Context: an optimization exercise on an open-source flow, tuned for small area and a short achievable clock period. The choices shown serve that exercise and are no tape-out recipe.
Only simulation tests tie the RTL to the original design; equivalence was not proved.
Power is estimated from default activity; no workload was simulated.

## flow/flow/run.sh

```bash
#!/bin/bash
set -o pipefail
export BUFFER_PORTS_ARGS="-buffer_cell sky130_fd_sc_hd__buf_1"
cp standard.sh standard_sh.txt 2>/dev/null
bash standard.sh > standard.log 2>&1
```

## flow/standard.sh

```bash
#!/bin/bash
# synth_recipe.tcl (not shown) runs the flow's synth.tcl, then flattens the netlist and writes it again
# the make line also repeats each setting of config.mk as NAME=value (left out here)
make -C /OpenROAD-flow-scripts/flow DESIGN_CONFIG=/design/flow/config.mk WORK_HOME=/design/flow/orfs CLKGATE_MAP_FILE= SYNTH_SCRIPT=/design/flow/synth_recipe.tcl "${@:-finish}"
```

## flow/config.mk

```make
export PLATFORM = sky130hd
export DESIGN_NAME = complex
export DESIGN_NICKNAME = complex
export VERILOG_FILES = /design/flow/design.v
export SDC_FILE = /design/flow/constraint.sdc
export NUM_CORES = 4
export LEC_CHECK = 0
export CAP_MARGIN = 20
export CORE_MARGIN = 2
export CORE_UTILIZATION = 40
export CTS_BUF_LIST = sky130_fd_sc_hd__clkbuf_8
export CTS_CLUSTER_DIAMETER = 200
export CTS_CLUSTER_SIZE = 32
export PLACE_DENSITY = 0.6
export SETUP_SLACK_MARGIN = 5.0
export SLEW_MARGIN = 20
export SYNTH_HIERARCHICAL = 1
```

## flow/constraint.sdc

```tcl
create_clock -name core_clock -period 10.0 [get_ports {clk}]
set_input_delay 2.0000 -clock core_clock [delete_from_list [all_inputs] [get_ports {clk}]]
set_output_delay 2.0000 -clock core_clock [all_outputs]
set_load 0.01 [all_outputs]
```

## flow/design.v

```verilog
module HA(input a, input b, output s, output co);
  assign s = a ^ b;
  assign co = a & b;
endmodule
module HAN(input a, input b, output s, output co);
  assign s = ~(a ^ b);
  OR2 o (a, b, co);
endmodule
module OR2(input a, input b, output y);
  assign y = a | b;
endmodule
module FA(input a, input b, input c, output s, output co);
  assign s = a ^ b ^ c;
  assign co = (a & b) | (a & c) | (b & c);
endmodule
module FA1(input a, input b, output s, output co);
  assign s = ~(a ^ b);
  OR2 o (a, b, co);
endmodule
module G_NAND2(input a, input b, output y);
  assign y = ~(a & b);
endmodule
module G_NOR2(input a, input b, output y);
  assign y = ~(a | b);
endmodule
module G_XOR2(input a, input b, output y);
  assign y = a ^ b;
endmodule
module G_XNOR2(input a, input b, output y);
  assign y = ~(a ^ b);
endmodule
module G_INV(input a, output y);
  assign y = ~a;
endmodule
module G_AOI21(input a1, input a2, input b1, output y);
  assign y = ~((a1 & a2) | b1);
endmodule
module G_OAI21(input a1, input a2, input b1, output y);
  assign y = ~((a1 | a2) & b1);
endmodule
module complex(clk, a0, a1, b0, b1, im, re);
  input clk;
  input [7:0] a0, a1, b0, b1;
  output reg [15:0] im, re;
  wire [15:0] re_d, im_d;
  wire rs1;
  wire rc2;
  wire rs3;
  wire rc4;
  wire rs5;
  wire rc6;
  wire rs7;
  wire rc8;
  wire rs9;
  wire rc10;
  wire rs11;
  wire rc12;
  wire rs13;
  wire rc14;
  wire rs15;
  wire rc16;
  wire rs17;
  wire rc18;
  wire rs19;
  wire rc20;
  wire rs21;
  wire rc22;
  wire rs23;
  wire rc24;
  wire rs25;
  wire rc26;
  wire rs27;
  wire rc28;
  wire rs29;
  wire rc30;
  wire rs31;
  wire rc32;
  wire rs33;
  wire rc34;
  wire rs35;
  wire rc36;
  wire rs37;
  wire rc38;
  wire rs39;
  wire rc40;
  wire rs41;
  wire rc42;
  wire rs43;
  wire rc44;
  wire rs45;
  wire rc46;
  wire rs47;
  wire rc48;
  wire rs49;
  wire rc50;
  wire rs51;
  wire rc52;
  wire rs53;
  wire rc54;
  wire rs55;
  wire rc56;
  wire rs57;
  wire rc58;
  wire rs59;
  wire rc60;
  wire rs61;
  wire rc62;
  wire rs63;
  wire rc64;
  wire rn65;
  wire rs66;
  wire rc67;
  wire rs68;
  wire rc69;
  wire rs70;
  wire rc71;
  wire rs72;
  wire rc73;
  wire rs74;
  wire rc75;
  wire rs76;
  wire rc77;
  wire rs78;
  wire rc79;
  wire rs80;
  wire rc81;
  wire rs82;
  wire rc83;
  wire rs84;
  wire rc85;
  wire rs86;
  wire rc87;
  wire rs88;
  wire rc89;
  wire rs90;
  wire rc91;
  wire rs92;
  wire rc93;
  wire rs94;
  wire rc95;
  wire rs96;
  wire rc97;
  wire rs98;
  wire rc99;
  wire rs100;
  wire rc101;
  wire rs102;
  wire rc103;
  wire rs104;
  wire rc105;
  wire rs106;
  wire rc107;
  wire rs108;
  wire rc109;
  wire rs110;
  wire rc111;
  wire rs112;
  wire rc113;
  wire rs114;
  wire rc115;
  wire rs116;
  wire rc117;
  wire rs118;
  wire rc119;
  wire rs120;
  wire rc121;
  wire rn122;
  wire rs123;
  wire rc124;
  wire rs125;
  wire rc126;
  wire rs127;
  wire rc128;
  wire rs129;
  wire rc130;
  wire rs131;
  wire rc132;
  wire rs133;
  wire rc134;
  wire rs135;
  wire rc136;
  wire rs137;
  wire rc138;
  wire rs139;
  wire rc140;
  wire rs141;
  wire rc142;
  wire rs143;
  wire rc144;
  wire rs145;
  wire rc146;
  wire rs147;
  wire rc148;
  wire rs149;
  wire rc150;
  wire rs151;
  wire rc152;
  wire rs153;
  wire rc154;
  wire rs155;
  wire rc156;
  wire rs157;
  wire rc158;
  wire rs159;
  wire rc160;
  wire rs161;
  wire rc162;
  wire rs163;
  wire rc164;
  wire rs165;
  wire rc166;
  wire rs167;
  wire rc168;
  wire rs169;
  wire rc170;
  wire rs171;
  wire rc172;
  wire rs173;
  wire rc174;
  wire rs175;
  wire rc176;
  wire rs177;
  wire rc178;
  wire rs179;
  wire rc180;
  wire rs181;
  wire rc182;
  wire rs183;
  wire rc184;
  wire rs185;
  wire rc186;
  wire rs187;
  wire rc188;
  wire rs189;
  wire rc190;
  wire rs191;
  wire rc192;
  wire rs193;
  wire rc194;
  wire rs195;
  wire rc196;
  wire rs197;
  wire rc198;
  wire rs199;
  wire rc200;
  wire rs201;
  wire rc202;
  wire rs203;
  wire rc204;
  wire rs205;
  wire rc206;
  wire rs207;
  wire rc208;
  wire rs209;
  wire rc210;
  wire rs211;
  wire rc212;
  wire rs213;
  wire rc214;
  wire rs215;
  wire rc216;
  wire rs217;
  wire rc218;
  wire rs219;
  wire rc220;
  wire rs221;
  wire rc222;
  wire rs223;
  wire rc224;
  wire rs225;
  wire rc226;
  wire rars227;
  wire rarc228;
  wire rars229;
  wire rarc230;
  wire rars231;
  wire rarc232;
  wire rars233;
  wire rarc234;
  wire rars235;
  wire rarc236;
  wire rars237;
  wire rarc238;
  wire rapw239;
  wire ragw240;
  wire ratw241;
  wire rapw242;
  wire ragw243;
  wire ratw244;
  wire rapw245;
  wire ragw246;
  wire ratw247;
  wire rapw248;
  wire ragw249;
  wire ratw250;
  wire rapw251;
  wire ragw252;
  wire ratw253;
  wire rapw254;
  wire ragw255;
  wire ratw256;
  wire rapw257;
  wire ragw258;
  wire ratw259;
  wire rapw260;
  wire ragw261;
  wire ratw262;
  wire rapw263;
  wire ragw264;
  wire ratw265;
  wire rapw266;
  wire raiw267;
  wire raxw268;
  wire raxw269;
  wire rayw270;
  wire raxw271;
  wire rayw272;
  wire raxw273;
  wire rayw274;
  wire raxw275;
  wire rayw276;
  wire raiw277;
  wire raxw278;
  wire raxw279;
  wire raiw280;
  wire raiw281;
  wire raxw282;
  wire rayw283;
  wire raxw284;
  wire rayw285;
  wire raxw286;
  wire raiw287;
  wire raxw288;
  wire raiw289;
  wire raxw290;
  wire raxw291;
  wire raiw292;
  wire raxw293;
  wire raxw294;
  wire rasw295;
  wire rasw296;
  wire rasw297;
  wire rasw298;
  wire rasw299;
  wire rasw300;
  wire rasw301;
  wire rasw302;
  wire rasw303;
  wire rasw304;
  wire is305;
  wire ic306;
  wire is307;
  wire ic308;
  wire is309;
  wire ic310;
  wire is311;
  wire ic312;
  wire is313;
  wire ic314;
  wire is315;
  wire ic316;
  wire is317;
  wire ic318;
  wire is319;
  wire ic320;
  wire is321;
  wire ic322;
  wire is323;
  wire ic324;
  wire is325;
  wire ic326;
  wire is327;
  wire ic328;
  wire is329;
  wire ic330;
  wire is331;
  wire ic332;
  wire is333;
  wire ic334;
  wire is335;
  wire ic336;
  wire is337;
  wire ic338;
  wire is339;
  wire ic340;
  wire is341;
  wire ic342;
  wire is343;
  wire ic344;
  wire is345;
  wire ic346;
  wire is347;
  wire ic348;
  wire is349;
  wire ic350;
  wire is351;
  wire ic352;
  wire is353;
  wire ic354;
  wire is355;
  wire ic356;
  wire is357;
  wire ic358;
  wire is359;
  wire ic360;
  wire is361;
  wire ic362;
  wire is363;
  wire ic364;
  wire is365;
  wire ic366;
  wire is367;
  wire ic368;
  wire is369;
  wire ic370;
  wire is371;
  wire ic372;
  wire is373;
  wire ic374;
  wire is375;
  wire ic376;
  wire is377;
  wire ic378;
  wire is379;
  wire ic380;
  wire is381;
  wire ic382;
  wire is383;
  wire ic384;
  wire is385;
  wire ic386;
  wire is387;
  wire ic388;
  wire is389;
  wire ic390;
  wire is391;
  wire ic392;
  wire is393;
  wire ic394;
  wire is395;
  wire ic396;
  wire is397;
  wire ic398;
  wire is399;
  wire ic400;
  wire is401;
  wire ic402;
  wire is403;
  wire ic404;
  wire is405;
  wire ic406;
  wire is407;
  wire ic408;
  wire is409;
  wire ic410;
  wire is411;
  wire ic412;
  wire is413;
  wire ic414;
  wire is415;
  wire ic416;
  wire is417;
  wire ic418;
  wire is419;
  wire ic420;
  wire is421;
  wire ic422;
  wire is423;
  wire ic424;
  wire is425;
  wire ic426;
  wire is427;
  wire ic428;
  wire is429;
  wire ic430;
  wire is431;
  wire ic432;
  wire is433;
  wire ic434;
  wire is435;
  wire ic436;
  wire is437;
  wire ic438;
  wire is439;
  wire ic440;
  wire is441;
  wire ic442;
  wire is443;
  wire ic444;
  wire is445;
  wire ic446;
  wire is447;
  wire ic448;
  wire is449;
  wire ic450;
  wire is451;
  wire ic452;
  wire is453;
  wire ic454;
  wire is455;
  wire ic456;
  wire is457;
  wire ic458;
  wire is459;
  wire ic460;
  wire is461;
  wire ic462;
  wire is463;
  wire ic464;
  wire is465;
  wire ic466;
  wire is467;
  wire ic468;
  wire is469;
  wire ic470;
  wire is471;
  wire ic472;
  wire is473;
  wire ic474;
  wire is475;
  wire ic476;
  wire is477;
  wire ic478;
  wire is479;
  wire ic480;
  wire is481;
  wire ic482;
  wire is483;
  wire ic484;
  wire is485;
  wire ic486;
  wire is487;
  wire ic488;
  wire is489;
  wire ic490;
  wire is491;
  wire ic492;
  wire is493;
  wire ic494;
  wire is495;
  wire ic496;
  wire is497;
  wire ic498;
  wire is499;
  wire ic500;
  wire is501;
  wire ic502;
  wire is503;
  wire ic504;
  wire is505;
  wire ic506;
  wire is507;
  wire ic508;
  wire is509;
  wire ic510;
  wire is511;
  wire ic512;
  wire is513;
  wire ic514;
  wire iasw515;
  wire iarw516;
  wire iars517;
  wire iarc518;
  wire iaow519;
  wire iars520;
  wire iarc521;
  wire iaow522;
  wire iars523;
  wire iarc524;
  wire iaow525;
  wire iars526;
  wire iarc527;
  wire iaow528;
  wire iars529;
  wire iarc530;
  wire iaow531;
  wire iapw532;
  wire iagw533;
  wire iatw534;
  wire iapw535;
  wire iagw536;
  wire iatw537;
  wire iapw538;
  wire iagw539;
  wire iatw540;
  wire iapw541;
  wire iagw542;
  wire iatw543;
  wire iapw544;
  wire iagw545;
  wire iatw546;
  wire iapw547;
  wire iagw548;
  wire iatw549;
  wire iapw550;
  wire iagw551;
  wire iatw552;
  wire iapw553;
  wire iagw554;
  wire iatw555;
  wire iapw556;
  wire iagw557;
  wire iatw558;
  wire iapw559;
  wire iaiw560;
  wire iaxw561;
  wire iaxw562;
  wire iayw563;
  wire iaxw564;
  wire iayw565;
  wire iaxw566;
  wire iayw567;
  wire iaxw568;
  wire iayw569;
  wire iaiw570;
  wire iaxw571;
  wire iaxw572;
  wire iaiw573;
  wire iaiw574;
  wire iaxw575;
  wire iayw576;
  wire iaxw577;
  wire iayw578;
  wire iaxw579;
  wire iaiw580;
  wire iaxw581;
  wire iaiw582;
  wire iaxw583;
  wire iaxw584;
  wire iaiw585;
  wire iaxw586;
  wire iaxw587;
  wire iasw588;
  wire iasw589;
  wire iasw590;
  wire iasw591;
  wire iasw592;
  wire iasw593;
  wire iasw594;
  wire iasw595;
  wire iasw596;
  wire iasw597;
  FA1 ru2 ((a0[0] & b0[6]), (a0[1] & b0[5]), rs1, rc2);
  FA1 ru4 ((a0[0] & b0[7]), (a0[1] & b0[6]), rs3, rc4);
  FA ru6 ((a0[2] & b0[5]), (a0[3] & b0[4]), (a0[4] & b0[3]), rs5, rc6);
  HA ru8 ((a0[5] & b0[2]), (a0[6] & b0[1]), rs7, rc8);
  FA1 ru10 ((a0[1] & b0[7]), (a0[2] & b0[6]), rs9, rc10);
  FA ru12 ((a0[3] & b0[5]), (a0[4] & b0[4]), (a0[5] & b0[3]), rs11, rc12);
  HA ru14 ((a0[6] & b0[2]), (a0[7] & b0[1]), rs13, rc14);
  FA ru16 ((a0[2] & b0[7]), (a0[3] & b0[6]), (a0[4] & b0[5]), rs15, rc16);
  FA1 ru18 ((a0[0] & b0[4]), (a0[1] & b0[3]), rs17, rc18);
  FA1 ru20 ((a0[0] & b0[5]), (a0[1] & b0[4]), rs19, rc20);
  FA ru22 ((a0[2] & b0[3]), (a0[3] & b0[2]), (a0[4] & b0[1]), rs21, rc22);
  HA ru24 ((a0[5] & b0[0]), ~(a1[0] & b1[5]), rs23, rc24);
  FA ru26 ((a0[2] & b0[4]), (a0[3] & b0[3]), (a0[4] & b0[2]), rs25, rc26);
  FA ru28 ((a0[5] & b0[1]), (a0[6] & b0[0]), ~(a1[0] & b1[6]), rs27, rc28);
  FA ru30 (~(a1[1] & b1[5]), ~(a1[2] & b1[4]), ~(a1[3] & b1[3]), rs29, rc30);
  HA ru32 (~(a1[4] & b1[2]), ~(a1[5] & b1[1]), rs31, rc32);
  FA ru34 ((a0[7] & b0[0]), ~(a1[0] & b1[7]), ~(a1[1] & b1[6]), rs33, rc34);
  FA ru36 (~(a1[2] & b1[5]), ~(a1[3] & b1[4]), ~(a1[4] & b1[3]), rs35, rc36);
  FA ru38 (~(a1[5] & b1[2]), ~(a1[6] & b1[1]), ~(a1[7] & b1[0]), rs37, rc38);
  FA ru40 (rc2, rs3, rs7, rs39, rc40);
  FA ru42 (~(a1[1] & b1[7]), ~(a1[2] & b1[6]), ~(a1[3] & b1[5]), rs41, rc42);
  FA ru44 (~(a1[4] & b1[4]), ~(a1[5] & b1[3]), ~(a1[6] & b1[2]), rs43, rc44);
  FA ru46 (~(a1[7] & b1[1]), rc4, rc8, rs45, rc46);
  FA ru48 (rs9, rs13, rc6, rs47, rc48);
  FA ru50 ((a0[5] & b0[4]), (a0[6] & b0[3]), (a0[7] & b0[2]), rs49, rc50);
  FA ru52 (~(a1[2] & b1[7]), ~(a1[3] & b1[6]), ~(a1[4] & b1[5]), rs51, rc52);
  FA ru54 (~(a1[5] & b1[4]), ~(a1[6] & b1[3]), ~(a1[7] & b1[2]), rs53, rc54);
  FA ru56 (rc10, rc14, rc12, rs55, rc56);
  FA ru58 ((a0[3] & b0[7]), (a0[4] & b0[6]), (a0[5] & b0[5]), rs57, rc58);
  FA ru60 ((a0[6] & b0[4]), (a0[7] & b0[3]), ~(a1[3] & b1[7]), rs59, rc60);
  FA ru62 (~(a1[4] & b1[6]), ~(a1[5] & b1[5]), ~(a1[6] & b1[4]), rs61, rc62);
  FA ru64 ((a0[4] & b0[7]), (a0[5] & b0[6]), (a0[6] & b0[5]), rs63, rc64);
  assign rn65 = ~(a0[0] & b0[2]);
  FA1 ru67 ((a0[0] & b0[3]), (a0[1] & b0[2]), rs66, rc67);
  FA ru69 ((a0[2] & b0[1]), (a0[3] & b0[0]), ~(a1[0] & b1[3]), rs68, rc69);
  FA ru71 ((a0[2] & b0[2]), (a0[3] & b0[1]), (a0[4] & b0[0]), rs70, rc71);
  FA ru73 (~(a1[0] & b1[4]), ~(a1[1] & b1[3]), ~(a1[2] & b1[2]), rs72, rc73);
  HA ru75 (~(a1[3] & b1[1]), ~(a1[4] & b1[0]), rs74, rc75);
  FA ru77 (~(a1[1] & b1[4]), ~(a1[2] & b1[3]), ~(a1[3] & b1[2]), rs76, rc77);
  FA ru79 (~(a1[4] & b1[1]), ~(a1[5] & b1[0]), rc18, rs78, rc79);
  FA ru81 (rs19, rs23, rc75, rs80, rc81);
  FA ru83 (~(a1[6] & b1[0]), rc20, rs1, rs82, rc83);
  FA ru85 (rc24, rs31, rc22, rs84, rc85);
  FA ru87 (rc77, rs25, rs27, rs86, rc87);
  FA ru89 (rc32, rc26, rc28, rs88, rc89);
  FA ru91 (rc30, rs5, rs33, rs90, rc91);
  FA ru93 (rs35, rs37, rc83, rs92, rc93);
  FA ru95 (rc34, rc36, rc38, rs94, rc95);
  FA ru97 (rs11, rs41, rs43, rs96, rc97);
  FA ru99 (rc40, rs45, rc89, rs98, rc99);
  FA ru101 (rc42, rc44, rs15, rs100, rc101);
  FA ru103 (rs49, rs51, rs53, rs102, rc103);
  FA ru105 (rc46, rc48, rc95, rs104, rc105);
  FA ru107 (~(a1[7] & b1[3]), rc16, rc50, rs106, rc107);
  FA ru109 (rc52, rc54, rs57, rs108, rc109);
  FA ru111 (rs59, rs61, rc56, rs110, rc111);
  FA ru113 ((a0[7] & b0[4]), ~(a1[4] & b1[7]), ~(a1[5] & b1[6]), rs112, rc113);
  FA ru115 (~(a1[6] & b1[5]), ~(a1[7] & b1[4]), rc58, rs114, rc115);
  FA ru117 (rc60, rc62, rs63, rs116, rc117);
  FA ru119 ((a0[5] & b0[7]), (a0[6] & b0[6]), (a0[7] & b0[5]), rs118, rc119);
  FA ru121 (~(a1[5] & b1[7]), ~(a1[6] & b1[6]), ~(a1[7] & b1[5]), rs120, rc121);
  assign rn122 = ~(a0[0] & b0[1]);
  FA ru124 ((a0[1] & b0[1]), (a0[2] & b0[0]), ~(a1[0] & b1[2]), rs123, rc124);
  HA ru126 (~(a1[1] & b1[1]), ~(a1[2] & b1[0]), rs125, rc126);
  FA ru128 (~(a1[1] & b1[2]), ~(a1[2] & b1[1]), ~(a1[3] & b1[0]), rs127, rc128);
  FA ru130 ((a0[0] & b0[2]), rs66, rc126, rs129, rc130);
  FA ru132 (rc67, rs17, rs74, rs131, rc132);
  FA ru134 (rc69, rc128, rs70, rs133, rc134);
  FA ru136 (rc71, rc73, rs21, rs135, rc136);
  FA ru138 (rs76, rs78, rc132, rs137, rc138);
  FA ru140 (rs29, rc79, rc81, rs139, rc140);
  FA ru142 (rs82, rs84, rc136, rs141, rc142);
  FA ru144 (rs39, rc85, rc87, rs143, rc144);
  FA ru146 (rs88, rs90, rc140, rs145, rc146);
  FA ru148 (rs47, rc91, rs94, rs147, rc148);
  FA ru150 (rs96, rc93, rs98, rs149, rc150);
  FA ru152 (rs55, rc97, rs100, rs151, rc152);
  FA ru154 (rs102, rc99, rs104, rs153, rc154);
  FA ru156 (rc101, rc103, rs106, rs155, rc156);
  FA ru158 (rs108, rc105, rs110, rs157, rc158);
  FA ru160 (rs112, rc107, rc109, rs159, rc160);
  FA ru162 (rs114, rs116, rc111, rs161, rc162);
  FA ru164 (rc64, rc113, rs118, rs163, rc164);
  FA ru166 (rs120, rc115, rc117, rs165, rc166);
  FA ru168 ((a0[6] & b0[7]), (a0[7] & b0[6]), ~(a1[6] & b1[7]), rs167, rc168);
  FA ru170 (~(a1[7] & b1[6]), rc119, rc121, rs169, rc170);
  HA ru172 ((a0[1] & b0[0]), ~(a1[0] & b1[1]), rs171, rc172);
  FA ru174 ((a0[0] & b0[1]), rn65, rs125, rs173, rc174);
  FA ru176 (rc124, rs68, rs127, rs175, rc176);
  FA ru178 (rs72, rc130, rs131, rs177, rc178);
  FA ru180 (rs80, rc134, rs135, rs179, rc180);
  FA ru182 (rs86, rc138, rs139, rs181, rc182);
  FA ru184 (rs92, rc142, rs143, rs183, rc184);
  FA ru186 (rc144, rs147, rc146, rs185, rc186);
  FA ru188 (rc148, rs151, rc150, rs187, rc188);
  FA ru190 (rc152, rs155, rc154, rs189, rc190);
  FA ru192 (rc156, rs159, rc158, rs191, rc192);
  FA ru194 (rs163, rc160, rs165, rs193, rc194);
  FA ru196 (rs167, rc164, rs169, rs195, rc196);
  FA ru198 ((a0[7] & b0[7]), ~(a1[7] & b1[7]), rc168, rs197, rc198);
  HA ru200 (~(a1[1] & b1[0]), rn122, rs199, rc200);
  FA ru202 (rc172, rc200, rs123, rs201, rc202);
  FA ru204 (rc174, rs129, rc202, rs203, rc204);
  FA ru206 (rc176, rs133, rs177, rs205, rc206);
  FA ru208 (rs137, rc178, rs179, rs207, rc208);
  FA ru210 (rs141, rc180, rs181, rs209, rc210);
  FA ru212 (rc182, rs145, rs183, rs211, rc212);
  FA ru214 (rs149, rc184, rs185, rs213, rc214);
  FA ru216 (rs153, rc186, rs187, rs215, rc216);
  FA ru218 (rs157, rc188, rs189, rs217, rc218);
  FA ru220 (rs161, rc190, rs191, rs219, rc220);
  FA ru222 (rc162, rs193, rc192, rs221, rc222);
  FA ru224 (rc166, rs195, rc194, rs223, rc224);
  FA ru226 (rc170, rs197, rc196, rs225, rc226);
  FA1 raru228 ((a0[0] & b0[0]), ~(a1[0] & b1[0]), rars227, rarc228);
  FA raru230 (rs171, rs199, rarc228, rars229, rarc230);
  FA raru232 (rs173, rs201, rarc230, rars231, rarc232);
  FA raru234 (rs175, rs203, rarc232, rars233, rarc234);
  FA raru236 (rc204, rs205, rarc234, rars235, rarc236);
  FA raru238 (rc206, rs207, rarc236, rars237, rarc238);
  G_XOR2 rapu239 (rc208, rs209, rapw239);
  G_NAND2 ragu240 (rc208, rs209, ragw240);
  G_NOR2 ratu241 (rc208, rs209, ratw241);
  G_XOR2 rapu242 (rc210, rs211, rapw242);
  G_NAND2 ragu243 (rc210, rs211, ragw243);
  G_NOR2 ratu244 (rc210, rs211, ratw244);
  G_XOR2 rapu245 (rc212, rs213, rapw245);
  G_NAND2 ragu246 (rc212, rs213, ragw246);
  G_NOR2 ratu247 (rc212, rs213, ratw247);
  G_XOR2 rapu248 (rc214, rs215, rapw248);
  G_NAND2 ragu249 (rc214, rs215, ragw249);
  G_NOR2 ratu250 (rc214, rs215, ratw250);
  G_XOR2 rapu251 (rc216, rs217, rapw251);
  G_NAND2 ragu252 (rc216, rs217, ragw252);
  G_NOR2 ratu253 (rc216, rs217, ratw253);
  G_XOR2 rapu254 (rc218, rs219, rapw254);
  G_NAND2 ragu255 (rc218, rs219, ragw255);
  G_NOR2 ratu256 (rc218, rs219, ratw256);
  G_XOR2 rapu257 (rc220, rs221, rapw257);
  G_NAND2 ragu258 (rc220, rs221, ragw258);
  G_NOR2 ratu259 (rc220, rs221, ratw259);
  G_XOR2 rapu260 (rc222, rs223, rapw260);
  G_NAND2 ragu261 (rc222, rs223, ragw261);
  G_NOR2 ratu262 (rc222, rs223, ratw262);
  G_XOR2 rapu263 (rc224, rs225, rapw263);
  G_NAND2 ragu264 (rc224, rs225, ragw264);
  G_NOR2 ratu265 (rc224, rs225, ratw265);
  G_XOR2 rapu266 (rc198, rc226, rapw266);
  G_INV raiu267 (rarc238, raiw267);
  G_OAI21 raxu268 (ratw241, raiw267, ragw240, raxw268);
  G_OAI21 raxu269 (ratw247, ragw243, ragw246, raxw269);
  G_NOR2 rayu270 (ratw247, ratw244, rayw270);
  G_OAI21 raxu271 (ratw253, ragw249, ragw252, raxw271);
  G_NOR2 rayu272 (ratw253, ratw250, rayw272);
  G_OAI21 raxu273 (ratw259, ragw255, ragw258, raxw273);
  G_NOR2 rayu274 (ratw259, ratw256, rayw274);
  G_OAI21 raxu275 (ratw265, ragw261, ragw264, raxw275);
  G_NOR2 rayu276 (ratw265, ratw262, rayw276);
  G_INV raiu277 (raxw268, raiw277);
  G_OAI21 raxu278 (ratw244, raiw277, ragw243, raxw278);
  G_AOI21 raxu279 (rayw270, raxw268, raxw269, raxw279);
  G_INV raiu280 (raxw271, raiw280);
  G_INV raiu281 (rayw272, raiw281);
  G_OAI21 raxu282 (ratw256, raiw280, ragw255, raxw282);
  G_NOR2 rayu283 (ratw256, raiw281, rayw283);
  G_AOI21 raxu284 (rayw274, raxw271, raxw273, raxw284);
  G_NAND2 rayu285 (rayw274, rayw272, rayw285);
  G_OAI21 raxu286 (ratw250, raxw279, ragw249, raxw286);
  G_INV raiu287 (raxw279, raiw287);
  G_AOI21 raxu288 (rayw272, raiw287, raxw271, raxw288);
  G_INV raiu289 (raxw279, raiw289);
  G_AOI21 raxu290 (rayw283, raiw289, raxw282, raxw290);
  G_OAI21 raxu291 (rayw285, raxw279, raxw284, raxw291);
  G_INV raiu292 (raxw291, raiw292);
  G_OAI21 raxu293 (ratw262, raiw292, ragw261, raxw293);
  G_AOI21 raxu294 (rayw276, raxw291, raxw275, raxw294);
  G_XOR2 rasu295 (rapw239, rarc238, rasw295);
  G_XOR2 rasu296 (rapw242, raxw268, rasw296);
  G_XOR2 rasu297 (rapw245, raxw278, rasw297);
  G_XNOR2 rasu298 (rapw248, raxw279, rasw298);
  G_XOR2 rasu299 (rapw251, raxw286, rasw299);
  G_XNOR2 rasu300 (rapw254, raxw288, rasw300);
  G_XNOR2 rasu301 (rapw257, raxw290, rasw301);
  G_XOR2 rasu302 (rapw260, raxw291, rasw302);
  G_XOR2 rasu303 (rapw263, raxw293, rasw303);
  G_XNOR2 rasu304 (rapw266, raxw294, rasw304);
  HAN iu306 (~(a0[0] & b1[6]), ~(a0[1] & b1[5]), is305, ic306);
  FA iu308 (~(a0[0] & b1[7]), ~(a0[1] & b1[6]), ~(a0[2] & b1[5]), is307, ic308);
  FA iu310 (~(a0[3] & b1[4]), ~(a0[4] & b1[3]), ~(a0[5] & b1[2]), is309, ic310);
  FA iu312 (~(a0[1] & b1[7]), ~(a0[2] & b1[6]), ~(a0[3] & b1[5]), is311, ic312);
  HAN iu314 (~(a0[4] & b1[4]), ~(a0[5] & b1[3]), is313, ic314);
  HAN iu316 (~(a0[2] & b1[7]), ~(a0[3] & b1[6]), is315, ic316);
  HAN iu318 (~(a0[0] & b1[4]), ~(a0[1] & b1[3]), is317, ic318);
  FA iu320 (~(a0[0] & b1[5]), ~(a0[1] & b1[4]), ~(a0[2] & b1[3]), is319, ic320);
  FA iu322 (~(a0[3] & b1[2]), ~(a0[4] & b1[1]), ~(a0[5] & b1[0]), is321, ic322);
  FA iu324 (~(a0[2] & b1[4]), ~(a0[3] & b1[3]), ~(a0[4] & b1[2]), is323, ic324);
  FA iu326 (~(a0[5] & b1[1]), ~(a0[6] & b1[0]), ~(a1[0] & b0[6]), is325, ic326);
  FA iu328 (~(a1[1] & b0[5]), ~(a1[2] & b0[4]), ~(a1[3] & b0[3]), is327, ic328);
  FA iu330 (~(a0[6] & b1[1]), ~(a0[7] & b1[0]), ~(a1[0] & b0[7]), is329, ic330);
  FA iu332 (~(a1[1] & b0[6]), ~(a1[2] & b0[5]), ~(a1[3] & b0[4]), is331, ic332);
  FA iu334 (~(a1[4] & b0[3]), ~(a1[5] & b0[2]), ~(a1[6] & b0[1]), is333, ic334);
  HAN iu336 (~(a1[7] & b0[0]), ic306, is335, ic336);
  FA iu338 (~(a0[6] & b1[2]), ~(a0[7] & b1[1]), ~(a1[1] & b0[7]), is337, ic338);
  FA iu340 (~(a1[2] & b0[6]), ~(a1[3] & b0[5]), ~(a1[4] & b0[4]), is339, ic340);
  FA iu342 (~(a1[5] & b0[3]), ~(a1[6] & b0[2]), ~(a1[7] & b0[1]), is341, ic342);
  FA iu344 (is313, ic308, ic310, is343, ic344);
  FA iu346 (~(a0[4] & b1[5]), ~(a0[5] & b1[4]), ~(a0[6] & b1[3]), is345, ic346);
  FA iu348 (~(a0[7] & b1[2]), ~(a1[2] & b0[7]), ~(a1[3] & b0[6]), is347, ic348);
  FA iu350 (~(a1[4] & b0[5]), ~(a1[5] & b0[4]), ~(a1[6] & b0[3]), is349, ic350);
  FA iu352 (~(a1[7] & b0[2]), ic314, is315, is351, ic352);
  FA iu354 (~(a0[3] & b1[7]), ~(a0[4] & b1[6]), ~(a0[5] & b1[5]), is353, ic354);
  FA iu356 (~(a0[6] & b1[4]), ~(a0[7] & b1[3]), ~(a1[3] & b0[7]), is355, ic356);
  FA iu358 (~(a1[4] & b0[6]), ~(a1[5] & b0[5]), ~(a1[6] & b0[4]), is357, ic358);
  FA iu360 (~(a0[4] & b1[7]), ~(a0[5] & b1[6]), ~(a0[6] & b1[5]), is359, ic360);
  FA iu362 (~(a0[0] & b1[3]), ~(a0[1] & b1[2]), ~(a0[2] & b1[1]), is361, ic362);
  FA iu364 (~(a0[2] & b1[2]), ~(a0[3] & b1[1]), ~(a0[4] & b1[0]), is363, ic364);
  FA iu366 (~(a1[0] & b0[4]), ~(a1[1] & b0[3]), ~(a1[2] & b0[2]), is365, ic366);
  FA iu368 (~(a1[0] & b0[5]), ~(a1[1] & b0[4]), ~(a1[2] & b0[3]), is367, ic368);
  FA iu370 (~(a1[3] & b0[2]), ~(a1[4] & b0[1]), ~(a1[5] & b0[0]), is369, ic370);
  HAN iu372 (ic318, ic364, is371, ic372);
  FA iu374 (~(a1[4] & b0[2]), ~(a1[5] & b0[1]), ~(a1[6] & b0[0]), is373, ic374);
  FA iu376 (is305, ic320, ic322, is375, ic376);
  FA iu378 (ic368, ic370, is323, is377, ic378);
  FA iu380 (ic324, ic326, ic328, is379, ic380);
  FA iu382 (ic374, is307, is309, is381, ic382);
  FA iu384 (is329, is331, is333, is383, ic384);
  FA iu386 (ic330, ic332, ic334, is385, ic386);
  FA iu388 (is311, is337, is339, is387, ic388);
  FA iu390 (is341, ic336, ic380, is389, ic390);
  FA iu392 (ic312, ic338, ic340, is391, ic392);
  FA iu394 (ic342, is345, is347, is393, ic394);
  FA iu396 (is349, is351, ic344, is395, ic396);
  FA iu398 (~(a1[7] & b0[3]), ic316, ic346, is397, ic398);
  FA iu400 (ic348, ic350, is353, is399, ic400);
  FA iu402 (is355, is357, ic352, is401, ic402);
  FA iu404 (~(a0[7] & b1[4]), ~(a1[4] & b0[7]), ~(a1[5] & b0[6]), is403, ic404);
  FA iu406 (~(a1[6] & b0[5]), ~(a1[7] & b0[4]), ic354, is405, ic406);
  FA iu408 (ic356, ic358, is359, is407, ic408);
  FA iu410 (~(a0[5] & b1[7]), ~(a0[6] & b1[6]), ~(a0[7] & b1[5]), is409, ic410);
  FA iu412 (~(a1[5] & b0[7]), ~(a1[6] & b0[6]), ~(a1[7] & b0[5]), is411, ic412);
  FA iu414 (~(a0[0] & b1[2]), ~(a0[1] & b1[1]), ~(a0[2] & b1[0]), is413, ic414);
  FA iu416 (~(a0[3] & b1[0]), ~(a1[0] & b0[3]), ~(a1[1] & b0[2]), is415, ic416);
  HAN iu418 (~(a1[2] & b0[1]), ~(a1[3] & b0[0]), is417, ic418);
  FA iu420 (~(a1[3] & b0[1]), ~(a1[4] & b0[0]), is317, is419, ic420);
  FA iu422 (ic418, ic362, ic416, is421, ic422);
  FA iu424 (ic366, is319, is321, is423, ic424);
  FA iu426 (is367, is369, is371, is425, ic426);
  FA iu428 (is325, is327, is373, is427, ic428);
  FA iu430 (ic372, is375, ic424, is429, ic430);
  FA iu432 (is335, ic376, ic378, is431, ic432);
  FA iu434 (is379, ic428, is381, is433, ic434);
  FA iu436 (is343, ic382, ic384, is435, ic436);
  FA iu438 (is385, is387, is389, is437, ic438);
  FA iu440 (ic386, ic388, is391, is439, ic440);
  FA iu442 (is393, ic390, is395, is441, ic442);
  FA iu444 (ic392, ic394, is397, is443, ic444);
  FA iu446 (is399, is401, ic396, is445, ic446);
  FA iu448 (is403, ic398, ic400, is447, ic448);
  FA iu450 (is405, is407, ic402, is449, ic450);
  FA iu452 (ic360, ic404, is409, is451, ic452);
  FA iu454 (is411, ic406, ic408, is453, ic454);
  FA iu456 (~(a0[6] & b1[7]), ~(a0[7] & b1[6]), ~(a1[6] & b0[7]), is455, ic456);
  FA iu458 (~(a1[7] & b0[6]), ic410, ic412, is457, ic458);
  HAN iu460 (~(a0[0] & b1[1]), ~(a0[1] & b1[0]), is459, ic460);
  FA iu462 (~(a1[0] & b0[2]), ~(a1[1] & b0[1]), ~(a1[2] & b0[0]), is461, ic462);
  FA iu464 (is417, ic414, ic462, is463, ic464);
  FA iu466 (is363, is365, is419, is465, ic466);
  FA iu468 (ic420, ic422, is423, is467, ic468);
  FA iu470 (is377, is427, ic426, is469, ic470);
  FA iu472 (is383, ic430, is431, is471, ic472);
  FA iu474 (ic432, ic434, is435, is473, ic474);
  FA iu476 (ic436, is439, ic438, is475, ic476);
  FA iu478 (ic440, is443, ic442, is477, ic478);
  FA iu480 (ic444, is447, is449, is479, ic480);
  FA iu482 (is451, ic448, is453, is481, ic482);
  FA iu484 (is455, ic452, is457, is483, ic484);
  FA iu486 (~(a0[7] & b1[7]), ~(a1[7] & b0[7]), ic456, is485, ic486);
  HAN iu488 (~(a1[0] & b0[1]), ~(a1[1] & b0[0]), is487, ic488);
  FA iu490 (ic460, ic488, is413, is489, ic490);
  FA iu492 (is361, is415, is463, is491, ic492);
  FA iu494 (ic464, is421, is465, is493, ic494);
  FA iu496 (is425, ic466, is467, is495, ic496);
  FA iu498 (is429, ic468, is469, is497, ic498);
  FA iu500 (is433, ic470, is471, is499, ic500);
  FA iu502 (is437, ic472, is473, is501, ic502);
  FA iu504 (is441, ic474, is475, is503, ic504);
  FA iu506 (is445, ic476, is477, is505, ic506);
  FA iu508 (ic446, is479, ic478, is507, ic508);
  FA iu510 (ic450, is481, ic480, is509, ic510);
  FA iu512 (ic454, is483, ic482, is511, ic512);
  FA iu514 (ic458, is485, ic484, is513, ic514);
  G_XOR2 iasu515 (~(a0[0] & b1[0]), ~(a1[0] & b0[0]), iasw515);
  OR2 iaru516 (~(a0[0] & b1[0]), ~(a1[0] & b0[0]), iarw516);
  FA iaru518 (is459, is487, iarw516, iars517, iarc518);
  G_INV iaou519 (iars517, iaow519);
  FA iaru521 (is461, is489, iarc518, iars520, iarc521);
  G_INV iaou522 (iars520, iaow522);
  FA iaru524 (ic490, is491, iarc521, iars523, iarc524);
  G_INV iaou525 (iars523, iaow525);
  FA iaru527 (ic492, is493, iarc524, iars526, iarc527);
  G_INV iaou528 (iars526, iaow528);
  FA iaru530 (ic494, is495, iarc527, iars529, iarc530);
  G_INV iaou531 (iars529, iaow531);
  G_XOR2 iapu532 (ic496, is497, iapw532);
  G_NAND2 iagu533 (ic496, is497, iagw533);
  G_NOR2 iatu534 (ic496, is497, iatw534);
  G_XOR2 iapu535 (ic498, is499, iapw535);
  G_NAND2 iagu536 (ic498, is499, iagw536);
  G_NOR2 iatu537 (ic498, is499, iatw537);
  G_XOR2 iapu538 (ic500, is501, iapw538);
  G_NAND2 iagu539 (ic500, is501, iagw539);
  G_NOR2 iatu540 (ic500, is501, iatw540);
  G_XOR2 iapu541 (ic502, is503, iapw541);
  G_NAND2 iagu542 (ic502, is503, iagw542);
  G_NOR2 iatu543 (ic502, is503, iatw543);
  G_XOR2 iapu544 (ic504, is505, iapw544);
  G_NAND2 iagu545 (ic504, is505, iagw545);
  G_NOR2 iatu546 (ic504, is505, iatw546);
  G_XOR2 iapu547 (ic506, is507, iapw547);
  G_NAND2 iagu548 (ic506, is507, iagw548);
  G_NOR2 iatu549 (ic506, is507, iatw549);
  G_XOR2 iapu550 (ic508, is509, iapw550);
  G_NAND2 iagu551 (ic508, is509, iagw551);
  G_NOR2 iatu552 (ic508, is509, iatw552);
  G_XOR2 iapu553 (ic510, is511, iapw553);
  G_NAND2 iagu554 (ic510, is511, iagw554);
  G_NOR2 iatu555 (ic510, is511, iatw555);
  G_XOR2 iapu556 (ic512, is513, iapw556);
  G_NAND2 iagu557 (ic512, is513, iagw557);
  G_NOR2 iatu558 (ic512, is513, iatw558);
  G_XOR2 iapu559 (ic486, ic514, iapw559);
  G_INV iaiu560 (iarc530, iaiw560);
  G_AOI21 iaxu561 (iagw533, iaiw560, iatw534, iaxw561);
  G_AOI21 iaxu562 (iagw539, iatw537, iatw540, iaxw562);
  G_NAND2 iayu563 (iagw539, iagw536, iayw563);
  G_AOI21 iaxu564 (iagw545, iatw543, iatw546, iaxw564);
  G_NAND2 iayu565 (iagw545, iagw542, iayw565);
  G_AOI21 iaxu566 (iagw551, iatw549, iatw552, iaxw566);
  G_NAND2 iayu567 (iagw551, iagw548, iayw567);
  G_AOI21 iaxu568 (iagw557, iatw555, iatw558, iaxw568);
  G_NAND2 iayu569 (iagw557, iagw554, iayw569);
  G_INV iaiu570 (iaxw561, iaiw570);
  G_AOI21 iaxu571 (iagw536, iaiw570, iatw537, iaxw571);
  G_OAI21 iaxu572 (iayw563, iaxw561, iaxw562, iaxw572);
  G_INV iaiu573 (iaxw564, iaiw573);
  G_INV iaiu574 (iayw565, iaiw574);
  G_AOI21 iaxu575 (iagw548, iaiw573, iatw549, iaxw575);
  G_NAND2 iayu576 (iagw548, iaiw574, iayw576);
  G_OAI21 iaxu577 (iayw567, iaxw564, iaxw566, iaxw577);
  G_NOR2 iayu578 (iayw567, iayw565, iayw578);
  G_AOI21 iaxu579 (iagw542, iaxw572, iatw543, iaxw579);
  G_INV iaiu580 (iaxw572, iaiw580);
  G_OAI21 iaxu581 (iayw565, iaiw580, iaxw564, iaxw581);
  G_INV iaiu582 (iaxw572, iaiw582);
  G_OAI21 iaxu583 (iayw576, iaiw582, iaxw575, iaxw583);
  G_AOI21 iaxu584 (iayw578, iaxw572, iaxw577, iaxw584);
  G_INV iaiu585 (iaxw584, iaiw585);
  G_AOI21 iaxu586 (iagw554, iaiw585, iatw555, iaxw586);
  G_OAI21 iaxu587 (iayw569, iaxw584, iaxw568, iaxw587);
  G_XNOR2 iasu588 (iapw532, iarc530, iasw588);
  G_XNOR2 iasu589 (iapw535, iaxw561, iasw589);
  G_XNOR2 iasu590 (iapw538, iaxw571, iasw590);
  G_XOR2 iasu591 (iapw541, iaxw572, iasw591);
  G_XNOR2 iasu592 (iapw544, iaxw579, iasw592);
  G_XOR2 iasu593 (iapw547, iaxw581, iasw593);
  G_XOR2 iasu594 (iapw550, iaxw583, iasw594);
  G_XNOR2 iasu595 (iapw553, iaxw584, iasw595);
  G_XNOR2 iasu596 (iapw556, iaxw586, iasw596);
  G_XOR2 iasu597 (iapw559, iaxw587, iasw597);
  assign re_d[0] = rars227;
  assign re_d[1] = rars229;
  assign re_d[2] = rars231;
  assign re_d[3] = rars233;
  assign re_d[4] = rars235;
  assign re_d[5] = rars237;
  assign re_d[6] = rasw295;
  assign re_d[7] = rasw296;
  assign re_d[8] = rasw297;
  assign re_d[9] = rasw298;
  assign re_d[10] = rasw299;
  assign re_d[11] = rasw300;
  assign re_d[12] = rasw301;
  assign re_d[13] = rasw302;
  assign re_d[14] = rasw303;
  assign re_d[15] = rasw304;
  assign im_d[0] = iasw515;
  assign im_d[1] = iaow519;
  assign im_d[2] = iaow522;
  assign im_d[3] = iaow525;
  assign im_d[4] = iaow528;
  assign im_d[5] = iaow531;
  assign im_d[6] = iasw588;
  assign im_d[7] = iasw589;
  assign im_d[8] = iasw590;
  assign im_d[9] = iasw591;
  assign im_d[10] = iasw592;
  assign im_d[11] = iasw593;
  assign im_d[12] = iasw594;
  assign im_d[13] = iasw595;
  assign im_d[14] = iasw596;
  assign im_d[15] = iasw597;
  always @(posedge clk) begin
    re <= re_d;
    im <= im_d;
  end
endmodule
```

==> results of run 1 <==
## Yosys stat by module (local to each module, per instance), a selection
module	times used	flip-flops and latches
FA	204	0
FA1	7	0
G_AOI21	15	0
G_NAND2	24	0
G_NOR2	24	0
G_OAI21	15	0
G_XNOR2	10	0
G_XOR2	31	0
HA	8	0
complex	1	32
## worst min path at each step
stage           from    end  slack, ns  cells after the start
2_1_floorplan  a0[0]  re[0]       2.23                      2
3_3_place_gp   re[3]  re[3]       2.39                      1
3_5_place_dp   re[3]  re[3]       2.39                      1
4_1_cts        b0[0]  im[0]       2.01                      3
5_1_grt        a1[0]  re[0]       2.04                      3
6_report       b0[0]  im[0]       2.03                      3
## per-stage QoR
stage               power (W)  setup WS (ns)  std cells
floorplan             0.00223           4.26        721
global placement      0.00256           3.53        970
detailed placement    0.00259           3.49        970
CTS                   0.00312           4.39       1007
global route          0.00363           4.33       1026
finish                0.00327           4.49       1026
## final cells by class
type,count,area share (%)
clock inverter,2,0.113
sequential,32,7.22
tap,229,3.23
clock buffer,6,0.931
multi-input combinational,622,75.6
inverter,19,0.804
timing repair buffer,116,12.1
## power by group through the flow
stage | combinational (W) | sequential [W] | clock (W)
2_1_floorplan | 0.00194 | 0.000293 | 0
3_3_place_gp | 0.00230 | 0.000260 | 0
3_5_place_dp | 0.00233 | 0.000259 | 0
4_1_cts | 0.00274 | 0.000256 | 0.000123
5_1_grt | 0.00324 | 0.000261 | 0.000126
6_report | 0.00290 | 0.000255 | 0.000115
## cells by family after synthesis
kind of cell	after synthesis
AO/OA/AOI/OAI	30
XOR/XNOR	57
adder cells (fa/ha/maj)	212
buffers and inverters	67
flip-flops	32
AND/OR/NAND/NOR	323
## registers in the layout (all words and copies together) (netlist names)
name  cells
im       16
re       16
## metal layers
metal	routed length, µm	global-route usage [%]
met1	7010	25.5
met2	8660	31.1
met3	1140	2.44
met4	253	4.00
met5	0	0
## cells in the final DEF, fill, tap and decap left out, types with 9 or more instances in the layout
cell type and n:
nand2_1 196, fa_1 140, fa_2 64, and2_1 61
buf_4 37, buf_1 33, dfxtp_1 32, xor2_1 29
buf_6 26, xnor2_1 24, nand2_2 20, or2_1 15
nor2_1 13, inv_1 12, a21oi_2 12, buf_12 12
nor2_2 9
## repair_timing
item / 4_1_cts / 5_1_grt
pin swaps: 57 / 41
gates resized for setup: 172 / 63
buffers inserted: 26 / 17
setup endpoints to repair: 22 / 18
cloned: 3 / 2
==> out/metrics.csv, run 1 <==
stage,metric,value,unit
status,run_status,"complete, no violations",
synthesis,synth_top_cell_area_share,55.3,%
grt,grt_pass1_wl,28400,µm
floorplan,io_pins,65,
final_layout,final_util,49.2,%
synthesis,synth_area_per_cell,10.2,µm²
synthesis,synth_simple_gate_area_share,19.2,%
sta,fin_crit_sh,55.1,%
synthesis,yosys-top-cells-count,"218 x nand2_1, 204 x fa_1, 64 x and2_1",
worst_setup_path,cp_data_required_time,10.25,ns
grt,grtUsageTotal,18.4,%
flow_run,maxCapViolCount,0,
worst_setup_path,crit_family,adder cells,
clocking,cts_buffers,5,
synthesis,synth_cell_types,15,
floorplan,die-area,19600,µm²
clocking,cts.sink_count,32,
final_layout,diodes,0,
drt,wire_per_inst,16.6,µm
grt,grt_max_degree,18,
synthesis,synth-main-ff-cell,dfxtp_1,
synthesis,yosys_warnings,7,
drt,wl,17100,µm
sta,fmax,0.181,GHz
clocking,cts-root-buf,clkbuf_8,
worst_hold_path,worstHoldPathType,primary input to flop,
synthesis,synth_top_cell_by_area,fa_1,
clocking,path_clk_slew,0.07,ns
synthesis,synth_area_leaders,"fa_1 55%, nand2_1 11%, dfxtp_1 8.7%",
final_layout,regArea,641,µm²
final_layout,final_cell_area,8870,µm²
pwr,switchingPower,0.00154,W
worst_setup_path,cp-start-kind,primary input,
drt,via_count,5147,
synthesis,syn-instance-count,721,
final_layout,multi_input_area,6710,µm²
synthesis,synth-edff-count,0,
final_layout,drive_above_1_share,28.9,%
drt,drt_iter0_markers,300,
clocking,cts_hold_buf,0,
floorplan,fp-row-count,49,
pwr,pwr-share-clk,3.5,%
sta,rsz0062_at_grt,true,
pwr,p_leak,3.31,nW
sta,setup_violations,0,
worst_setup_path,path_max_fanout,4,
pwr,ir_drop,0.000263,V
pwr,pwr-share-comb,88.7,%
clocking,cts_buffer_depth,2,
synthesis,syn_area,7380,µm²
pwr,p_seq_share,7.8,%
drt,drcViolationCount,0,
worst_setup_path,path_buf_inv,5,
worst_setup_path,cp.arrival,5.76,ns
synthesis,ys_seq_area_share,8.68,%
sta,worst_pin_slew,0.259,ns
sta,setup_tns,0,ns
synthesis,ys_seq_elements,32,
grt,antenna_found_initial,0,
place,routabilityCongestion,0.797,
clocking,cts_tree,done,
place,dpl_cell_area,7740,µm²
drt,postRouteAntennaNets,0,
drt,first_pass_iters,4,
place,place.port_buffers,64,
final_layout,nets,1041,
floorplan,coreArea,18000,µm²
synthesis,synth.most_common_cell,nand2_1,
worst_setup_path,cp_slowest_cell,fa_1,
worst_setup_path,end_kind,flop,
sta,min_period,5.51,ns
final_layout,area_growth,20.2,%
synthesis,async_flop_share,0,%
sta,slew_headroom,82.6,%
worst_setup_path,path_depth,17,
grt,first_global_vias,5656,
worst_setup_path,crit_top_cell,fa_2,
worst_setup_path,path_cells,buf_6 > buf_6 > buf_6 > and2_4 > fa_1 > fa_2 > fa_2 > fa_2 > fa_2 > fa_2 > inv_2 > o21ai_4 > a21oi_4 > o21ai_2 > buf_4 > a21oi_2 > xnor2_1,
final_layout,num-fill-cells,1687,
pwr,p_per_area,369,nW/µm²
sta,hold_viol_final,0,
floorplan,fp.dieH,140,µm
sta,slew_viol_final,0,
synthesis,synthAdderAreaFrac,56.7,%
worst_setup_path,crit_end,re[15],
synthesis,synth_nets,966,
pwr,p_sw_share,47.2,%
worst_setup_path,path_class,primary input to flop,
clocking,htreeDepth,2,
synthesis,synth-compound-area-share,2.80,%
worst_setup_path,critPathLaunch,b0[1],
grt,grt-ovfl-total,0,
synthesis,synth_top_family_by_area,adder cells,
floorplan,dieWidth,140,µm
place,hpwl,12200,µm
drt,via_per_inst,5.02,
synthesis,synthMuxAreaShare,0,%
sta,hold_slack,2.03,ns
floorplan,start_util,41.0,%
worst_setup_path,cp_slowest_stage_delay,0.53,ns
synthesis,synth_xor_area_share,6.76,%
pwr,internal_power,0.00173,W
==> run 2: changes to the inputs <==
--- a/flow/config.mk
+++ b/flow/config.mk
@@ -9,3 +9,3 @@
 export CORE_MARGIN = 2
-export CORE_UTILIZATION = 40
+export CORE_UTILIZATION = 60
 export CTS_BUF_LIST = sky130_fd_sc_hd__clkbuf_8
@@ -13,4 +13,4 @@
 export CTS_CLUSTER_SIZE = 32
-export PLACE_DENSITY = 0.6
-export SETUP_SLACK_MARGIN = 5.0
+export PLACE_DENSITY = 0.75
+export SETUP_SLACK_MARGIN = 4.0
 export SLEW_MARGIN = 20
==> run 2 against run 1 <==
Still clean on timing, DRC and antenna. Cell count down 13%. Global-route usage up 8.1 points. Area after synthesis unchanged. Via count down 1.8%. Sequential share of layout area up 1.1 points. Maximum frequency down 6.9%. Sequential power about the same. Critical path depth down 2. Largest cell class unchanged. Largest power group unchanged. Highest routed layer unchanged.
==> out/metrics.csv, run 2 <==
stage,metric,value,unit,change
status,run_status,"complete, no violations",,unchanged
synthesis,ys_seq_area_share,8.68,%,unchanged
clocking,cts.sink_count,32,,unchanged
place,hpwl,11600,µm,"was 12,200 µm"
final_layout,num-fill-cells,1002,,"was 1,687"
final_layout,largestRegisters,"im: 16 flops, re: 16 flops",,unchanged
clocking,cts_buffer_depth,2,,unchanged
synthesis,synth_area_leaders,"fa_1 55%, nand2_1 11%, dfxtp_1 8.7%",,unchanged
synthesis,synth_top_cell_by_area,fa_1,,unchanged
floorplan,dieWidth,115,µm,was 140 µm
sta,hold_slack,2.07,ns,was 2.03 ns
final_layout,layout_commonest_cell,nand2_1,,unchanged
grt,first_global_vias,5751,,"was 5,656"
sta,worst_pin_slew,0.382,ns,was 0.259 ns
grt,antenna_found_initial,0,,unchanged
clocking,cts_buffers,5,,unchanged
grt,grt_max_degree,19,,was 18
place,dpl_cell_area,7440,µm²,was 7740 µm²
final_layout,diodes,0,,unchanged
worst_setup_path,cp_slowest_stage_delay,0.61,ns,was 0.53 ns
final_layout,drive_above_1_share,8.69,%,was 28.9%
worst_setup_path,path_cells,clkbuf_4 > and2_1 > fa_1 > fa_1 > fa_1 > fa_2 > fa_1 > fa_2 > nor2_1 > nor2_2 > nand2_1 > o21ai_2 > inv_1 > o21ai_1 > xor2_1,,was buf_6 > buf_6 > buf_6 > and2_4 > fa_1 > fa_2 > fa_2 > fa_2 > fa_2 > fa_2 > inv_2 > o21ai_4 > a21oi_4 > o21ai_2 > buf_4 > a21oi_2 > xnor2_1
worst_setup_path,cp_slowest_cell,fa_2,,was fa_1
clocking,cts_hold_buf,0,,unchanged
synthesis,yosys_warnings,7,,unchanged
final_layout,final_cell_area,7710,µm²,was 8870 µm²
pwr,p_per_area,345,nW/µm²,was 369 nW/µm²
drt,drcViolationCount,0,,unchanged
sta,setup_tns,0,ns,unchanged
place,place.port_buffers,64,,unchanged
worst_setup_path,cp.arrival,6.16,ns,was 5.76 ns
worst_setup_path,cp-start-kind,primary input,,unchanged
final_layout,final_util,64.2,%,was 49.2%
drt,via_count,5054,,"was 5,147"
flow_run,maxCapViolCount,0,,unchanged
drt,wire_per_inst,17.2,µm,was 16.6 µm
sta,fmax,0.169,GHz,was 0.181 GHz
grt,grtUsageTotal,26.5,%,was 18.4%
worst_setup_path,critPathLaunch,b0[5],,was b0[1]
worst_setup_path,crit_top_cell,fa_1,,was fa_2
worst_hold_path,worstHoldPathType,primary input to flop,,unchanged
floorplan,coreArea,12000,µm²,"was 18,000 µm²"
drt,wl,15400,µm,"was 17,100 µm"
worst_setup_path,crit_end,re[14],,was re[15]
synthesis,synth_cell_types,15,,unchanged
synthesis,synth_top_cell_area_share,55.3,%,unchanged
worst_setup_path,path_max_fanout,16,,was 4
worst_setup_path,path_class,primary input to flop,,unchanged
sta,slew_headroom,74.4,%,was 82.6%
sta,min_period,5.92,ns,was 5.51 ns
synthesis,syn_area,7380,µm²,unchanged
drt,postRouteAntennaNets,0,,unchanged
drt,via_per_inst,5.65,,was 5.02
floorplan,start_util,61.5,%,was 41.0%
sta,hold_viol_final,0,,unchanged
synthesis,async_flop_share,0,%,unchanged
grt,grt_pass1_wl,27000,µm,"was 28,400 µm"
drt,drt_iter0_markers,424,,was 300
final_layout,nets,992,,"was 1,041"
clocking,cts_tree,done,,unchanged
floorplan,fp.dieH,115,µm,was 140 µm
clocking,path_clk_slew,0.07,ns,about the same
synthesis,synth_area_per_cell,10.2,µm²,unchanged
sta,fin_crit_sh,59.2,%,was 55.1%
worst_setup_path,end_kind,flop,,unchanged
place,routabilityCongestion,0.888,,was 0.797
final_layout,layout_common_cells,"218 x nand2_1, 201 x fa_1, 64 x and2_1",,"was 196 x nand2_1, 140 x fa_1, 64 x fa_2"
synthesis,synth-main-ff-cell,dfxtp_1,,unchanged
drt,first_pass_iters,5,,was 4
sta,rsz0062_at_grt,false,,was true
final_layout,area_growth,4.44,%,was 20.2%
clocking,htreeDepth,2,,unchanged
pwr,power,0.00266,W,was 0.00327 W
clocking,cts-root-buf,clkbuf_8,,unchanged
floorplan,io_pins,65,,unchanged
sta,setup_violations,0,,unchanged
floorplan,die-area,13200,µm²,"was 19,600 µm²"
pwr,ir_drop,0.000363,V,was 0.000263 V
sta,slew_viol_final,0,,unchanged
grt,grt-ovfl-total,0,,unchanged
synthesis,yosys-top-cells-count,"218 x nand2_1, 204 x fa_1, 64 x and2_1",,unchanged
synthesis,ys_seq_elements,32,,unchanged
synthesis,synth_nets,966,,unchanged
synthesis,synth.most_common_cell,nand2_1,,unchanged
synthesis,syn-instance-count,721,,unchanged
floorplan,fp-row-count,40,,was 49
worst_setup_path,cp_data_required_time,10.25,ns,about the same
synthesis,synth-edff-count,0,,unchanged
pwr,p_leak,2.94,nW,was 3.31 nW
-- run 2: cell counts after synthesis --
Identical to the previous run, type by type.
-- run 2: what timing repair did --
item | CTS | global route
setup endpoints to repair | 12 | 6
resized for setup | 34 | 39
buffers inserted | 0 | 3
pin swaps | 0 | 5
-- run 2: metal layers --
layer / routed length [µm] / share of wire [%] / track usage (%)
met1: 5760 / 37 / 34.1
met2: 8160 / 53 / 45.2
met3: 1150 / 7.4 / 5.59
met4: 370 / 2.4 / 8.92
met5: 0 / 0 / 0
-- run 2: critical path: cells and delay by family --
family | cells | cell delay [ns]
AOI/OAI and AO/OA | 2 | 0.40
xor gates and xnor gates | 1 | 0.15
adders and majority gates | 6 | 2.78
buffers and inverters | 2 | 0.27
and+or+nand+nor | 4 | 0.54
-- run 2: modules after synthesis (local to each module, per instance), excerpt --
| module | cells inside | copies in the design | flip-flops and latches | cell area (µm²) |
|---|---|---|---|---|
| FA | 1 | 204 | 0 | 20.0 |
| FA1 | 1 | 7 | 0 | 8.76 |
| G_AOI21 | 1 | 15 | 0 | 8.76 |
| G_NAND2 | 1 | 24 | 0 | 3.75 |
| G_NOR2 | 1 | 24 | 0 | 3.75 |
| HA | 1 | 8 | 0 | 12.5 |
| OR2 | 1 | 17 | 0 | 6.26 |
-- run 2: layout make-up --
class	instances	area, µm²	area share [%]
Timing Repair Buffer	67	370	4.80
Clock inverter	3	38.8	0.503
Inverter	19	71.3	0.925
Sequential cell	32	641	8.31
Tap cell	147	184	2.39
Clock buffer	5	68.8	0.893
Multi-Input combinational cell	622	6340	82.2
-- run 2: through the flow --
step | setup slack [ns] | std cells
floorplan | 4.02 | 721
global placement | 3.45 | 884
detailed placement | 3.24 | 884
CTS | 4.07 | 892
global route | 3.98 | 895
finish | 4.08 | 895
-- run 2: logic make-up after synthesis --
family | Yosys count | share of synthesized area [%]
adders and majority gates | 212 | 56.7
DFF | 32 | 8.68
xor gates and xnor gates | 57 | 6.76
and+or+nand+nor | 323 | 19.2
AOI/OAI and AO/OA | 30 | 2.80
buffers and inverters | 67 | 5.92
-- run 2: report_power, final --
part	switching [W]	internal [W]	total, W
registers	0.0000134	0.000241	0.000254
logic	0.00126	0.00102	0.00228
clock network	0.0000577	0.0000729	0.000131
-- run 2: how the worst min path moves through the flow --
stage / start / to / slack [ns] / cells after the start
floorplan: a0[0] / re[0] / 2.23 / 2
global placement: im[4] / im[4] / 2.39 / 1
detailed placement: im[0] / im[0] / 2.38 / 1
CTS: a0[0] / im[0] / 2.11 / 3
global route: b0[0] / im[0] / 2.09 / 3
finish: b0[0] / im[0] / 2.07 / 3
==> run 3: changes to the inputs <==
--- a/flow/config.mk
+++ b/flow/config.mk
@@ -9,3 +9,3 @@
 export CORE_MARGIN = 2
-export CORE_UTILIZATION = 60
+export CORE_UTILIZATION = 40
 export CTS_BUF_LIST = sky130_fd_sc_hd__clkbuf_8
@@ -13,5 +13,6 @@
 export CTS_CLUSTER_SIZE = 32
-export PLACE_DENSITY = 0.75
-export SETUP_SLACK_MARGIN = 4.0
+export PLACE_DENSITY = 0.6
+export SETUP_SLACK_MARGIN = 4.4
 export SLEW_MARGIN = 20
 export SYNTH_HIERARCHICAL = 1
+export TNS_END_PERCENT = 0
==> run 3 against run 2 <==
Combinational power rose by 8.8%. Core utilization shrank 19 points. Die area rose by 48%. Still clean on timing, DRC and antenna. Area after synthesis stayed put. Clock-buffer cell count stayed put. First-iteration DRC count fell by 53%. Sequential cell count unchanged. Largest power group unchanged. Cell count up 10%.
==> out/metrics.csv, run 3 <==
stage,metric,value,unit,change
synthesis,synth-main-ff-cell,dfxtp_1,,unchanged
drt,first_pass_iters,5,,unchanged
sta,slew_viol_final,0,,unchanged
clocking,path_clk_slew,0.08,ns,was 0.07 ns
clocking,htreeDepth,2,,unchanged
worst_setup_path,cp_slowest_cell,fa_1,,was fa_2
sta,setup_violations,0,,unchanged
final_layout,multi_input_area,6440,µm²,was 6340 µm²
drt,via_count,4957,,"was 5,054"
drt,drt_iter0_markers,199,,was 424
drt,drcViolationCount,0,,unchanged
place,place_inst,966,,was 884
synthesis,yosys_warnings,7,,unchanged
clocking,cts_hold_buf,0,,unchanged
drt,wl,15600,µm,"was 15,400 µm"
worst_setup_path,path_buf_inv,3,,was 2
synthesis,synth_cell_types,15,,unchanged
worst_setup_path,crit_family,adder cells,,unchanged
final_layout,drive_above_1_share,14.8,%,was 8.69%
status,run_status,"complete, no violations",,unchanged
final_layout,fin_cells,985,,was 895
grt,busiest_layer,met2,,unchanged
grt,grt_max_degree,19,,unchanged
grt,use_met1,24.1,%,was 34.1%
place,place.port_buffers,64,,unchanged
floorplan,die-area,19600,µm²,"was 13,200 µm²"
place,routabilityCongestion,0.818,,was 0.888
worst_setup_path,cp_data_required_time,10.25,ns,about the same
sta,fin_crit_sh,55.0,%,was 59.2%
worst_setup_path,cp-start-kind,primary input,,unchanged
final_layout,num-fill-cells,1734,,"was 1,002"
pwr,ir_drop,0.000227,V,was 0.000363 V
flow_run,maxCapViolCount,0,,unchanged
final_layout,nets,1000,,was 992
worst_hold_path,worstHoldPathType,primary input to flop,,unchanged
synthesis,syn-instance-count,721,,unchanged
sta,fmax,0.182,GHz,was 0.169 GHz
worst_setup_path,cp_slowest_stage_delay,0.61,ns,about the same
sta,setup_tns,0,ns,unchanged
drt,postRouteAntennaNets,0,,unchanged
sta,worst_pin_slew,0.271,ns,was 0.382 ns
synthesis,synth.most_common_cell,nand2_1,,unchanged
synthesis,synth_area_per_cell,10.2,µm²,unchanged
floorplan,fp.dieH,140,µm,was 115 µm
pwr,p_per_area,351,nW/µm²,was 345 nW/µm²
final_layout,diodes,0,,unchanged
pwr,p_leak,3.05,nW,was 2.94 nW
synthesis,synth_top_cell_area_share,55.3,%,unchanged
clocking,cts.sink_count,32,,unchanged
sta,min_period,5.50,ns,was 5.92 ns
grt,grt-ovfl-total,0,,unchanged
final_layout,area_growth,10.9,%,was 4.44%
synthesis,synth_nets,966,,unchanged
clocking,cts_buffer_depth,2,,unchanged
synthesis,synth_area_leaders,"fa_1 55%, nand2_1 11%, dfxtp_1 8.7%",,unchanged
final_layout,regArea,641,µm²,unchanged
clocking,cts-root-buf,clkbuf_8,,unchanged
worst_setup_path,crit_top_cell,fa_2,,was fa_1
grt,use_met3,3.13,%,was 5.59%
synthesis,async_flop_share,0,%,unchanged
clocking,cts_buffers,5,,unchanged
worst_setup_path,path_cells,buf_4 > and2_1 > ha_1 > fa_2 > fa_2 > fa_2 > fa_1 > fa_1 > nor2_1 > o21ai_1 > a21oi_2 > buf_6 > o21ai_4 > inv_1 > o21ai_2 > xor2_1,,was clkbuf_4 > and2_1 > fa_1 > fa_1 > fa_1 > fa_2 > fa_1 > fa_2 > nor2_1 > nor2_2 > nand2_1 > o21ai_2 > inv_1 > o21ai_1 > xor2_1
final_layout,largestRegisters,"im: 16 flops, re: 16 flops",,unchanged
clocking,cts_tree,done,,unchanged
synthesis,ys_seq_area_share,8.68,%,unchanged
grt,met2_usage,28.6,%,was 45.2%
synthesis,synth_top_cell_by_area,fa_1,,unchanged
floorplan,coreArea,18000,µm²,"was 12,000 µm²"
worst_setup_path,end_kind,flop,,unchanged
synthesis,ys_seq_elements,32,,unchanged
sta,slew_headroom,81.8,%,was 74.4%
synthesis,yosys-top-cells-count,"218 x nand2_1, 204 x fa_1, 64 x and2_1",,unchanged
worst_setup_path,cp.arrival,5.75,ns,was 6.16 ns
grt,grtUsageTotal,17.4,%,was 26.5%
final_layout,layout_commonest_cell,nand2_1,,unchanged
floorplan,fp-row-count,49,,was 40
floorplan,io_pins,65,,unchanged
synthesis,synth-edff-count,0,,unchanged
sta,rsz0062_at_grt,true,,was false
grt,grt_pass1_wl,26800,µm,"was 27,000 µm"
sta,hold_viol_final,0,,unchanged
grt,first_global_vias,5342,,"was 5,751"
place,hpwl,11900,µm,"was 11,600 µm"
worst_setup_path,path_max_fanout,16,,unchanged
worst_setup_path,path_class,primary input to flop,,unchanged
floorplan,dieWidth,140,µm,was 115 µm
final_layout,layout_common_cells,"214 x nand2_1, 175 x fa_1, 60 x and2_1",,"was 218 x nand2_1, 201 x fa_1, 64 x and2_1"
grt,antenna_found_initial,0,,unchanged
drt,via_per_inst,5.03,,was 5.65
floorplan,start_util,41.0,%,was 61.5%
synthesis,syn_area,7380,µm²,unchanged
drt,wire_per_inst,15.9,µm,was 17.2 µm
[run 3: report_power, final]
part / internal [W] / switching, W
combinational: 0.00120 / 0.00129
clock: 0.0000739 / 0.0000622
sequential: 0.000241 / 0.0000148
[run 3: routing by layer]
metal | wire length (µm) | vias up
li1 | - | 2207
met1 | 6550 | 2559
met4 | 192 | 0
met2 | 7770 | 180
met3 | 1120 | 11
met5 | 0 | -
[run 3: cell type report]
type / instances / share of cell area, %
tap: 229 / 3.50
clock inverter: 3 / 0.520
multi-input combinational: 622 / 78.7
inverter: 19 / 0.871
timing repair buffer: 75 / 7.75
sequential: 32 / 7.83
clock buffer: 5 / 0.841
[run 3: final timing paths]
kind / start / to / slack (ns) / cells after the start
worst max-delay path: b0[0] / re[14] / 4.50 / 16
worst min-delay path: a1[0] / re[0] / 2.02 / 3
[run 3: cells by family after synthesis]
family,count (synthesis),share of synthesized area (%)
compound gates,30,2.80
buf+inv,67,5.92
simple gates,323,19.2
fa+ha+maj,212,56.7
flops,32,8.68
xor+xnor,57,6.76
[run 3: worst min-delay path: stages]
cell	delay, ns
buf_8	0.13
nand2_1	0.09
xnor2_1	0.07
[run 3: stage by stage]
stage               setup slack (ns)  total power, W  hold WS (ns)  instance area [µm²]  util, %
floorplan                       4.24         0.00213          2.23                 7600        -
global placement                3.47         0.00243          2.39                 7590     42.1
detailed placement              3.40         0.00247          2.39                 7590     42.1
CTS                             4.39         0.00279          2.05                 7900     43.8
global route                    4.33         0.00324          2.04                 8190     45.4
finish                          4.50         0.00288          2.02                 8190     45.4
[run 3: timing repair]
action | in CTS | in global routing
pin swaps | 8 | 22
hold endpoints to repair | 0 | 0
gates resized for setup | 85 | 74
setup buffers | 6 | 5
setup endpoints to repair | 16 | 12
[run 3: per-module statistics from Yosys (local to each module, per instance), excerpt]
module / cells / cell area (µm²) / flip-flops and latches
G_INV: 1 / 3.75 / 0
G_XNOR2: 1 / 8.76 / 0
G_XOR2: 1 / 8.76 / 0
G_AOI21: 1 / 8.76 / 0
G_NOR2: 1 / 3.75 / 0
complex: 338 / 2130 / 32
FA1: 1 / 8.76 / 0
G_OAI21: 1 / 5.00 / 0
OR2: 1 / 6.26 / 0
FA: 1 / 20.0 / 0

-- port drivers added, routing unchanged --
Ports are ideal in the flow. The routed layouts listed here were re-timed in OpenROAD.
Step 1 sets driving cells, clkbuf_16 on the clock port and buf_2 on the other inputs (assumed; they add their load-dependent delay and slew).
Step 2 adds t to the input delays and takes it off the output delays; t is the mean of the earliest and latest rising clock arrival at the registers after step 1. Input paths then give back, and output paths get back, about the clock's delay inside the block.
a / b / c = no drivers / after step 1 / after step 2; a / b = the first two.
run | t, ns | setup slack, ns | latest minus earliest clock arrival (ns) | worst data-port slew with drivers (ns)
run 1 | 0.351 | 4.490 / 4.463 / 4.112 | 0.009 / 0.008 | 0.14
run 2 | 0.351 | 4.083 / 4.094 / 3.743 | 0.002 / 0.002 | 0.04
run 3 | 0.344 | 4.496 / 4.470 / 4.126 | 0.013 / 0.012 | 0.06
After both steps every run listed still meets setup and hold. For run 1, which loses most, drivers alone change the setup slack by -0.027 ns; drivers and shift together by -0.378 ns.
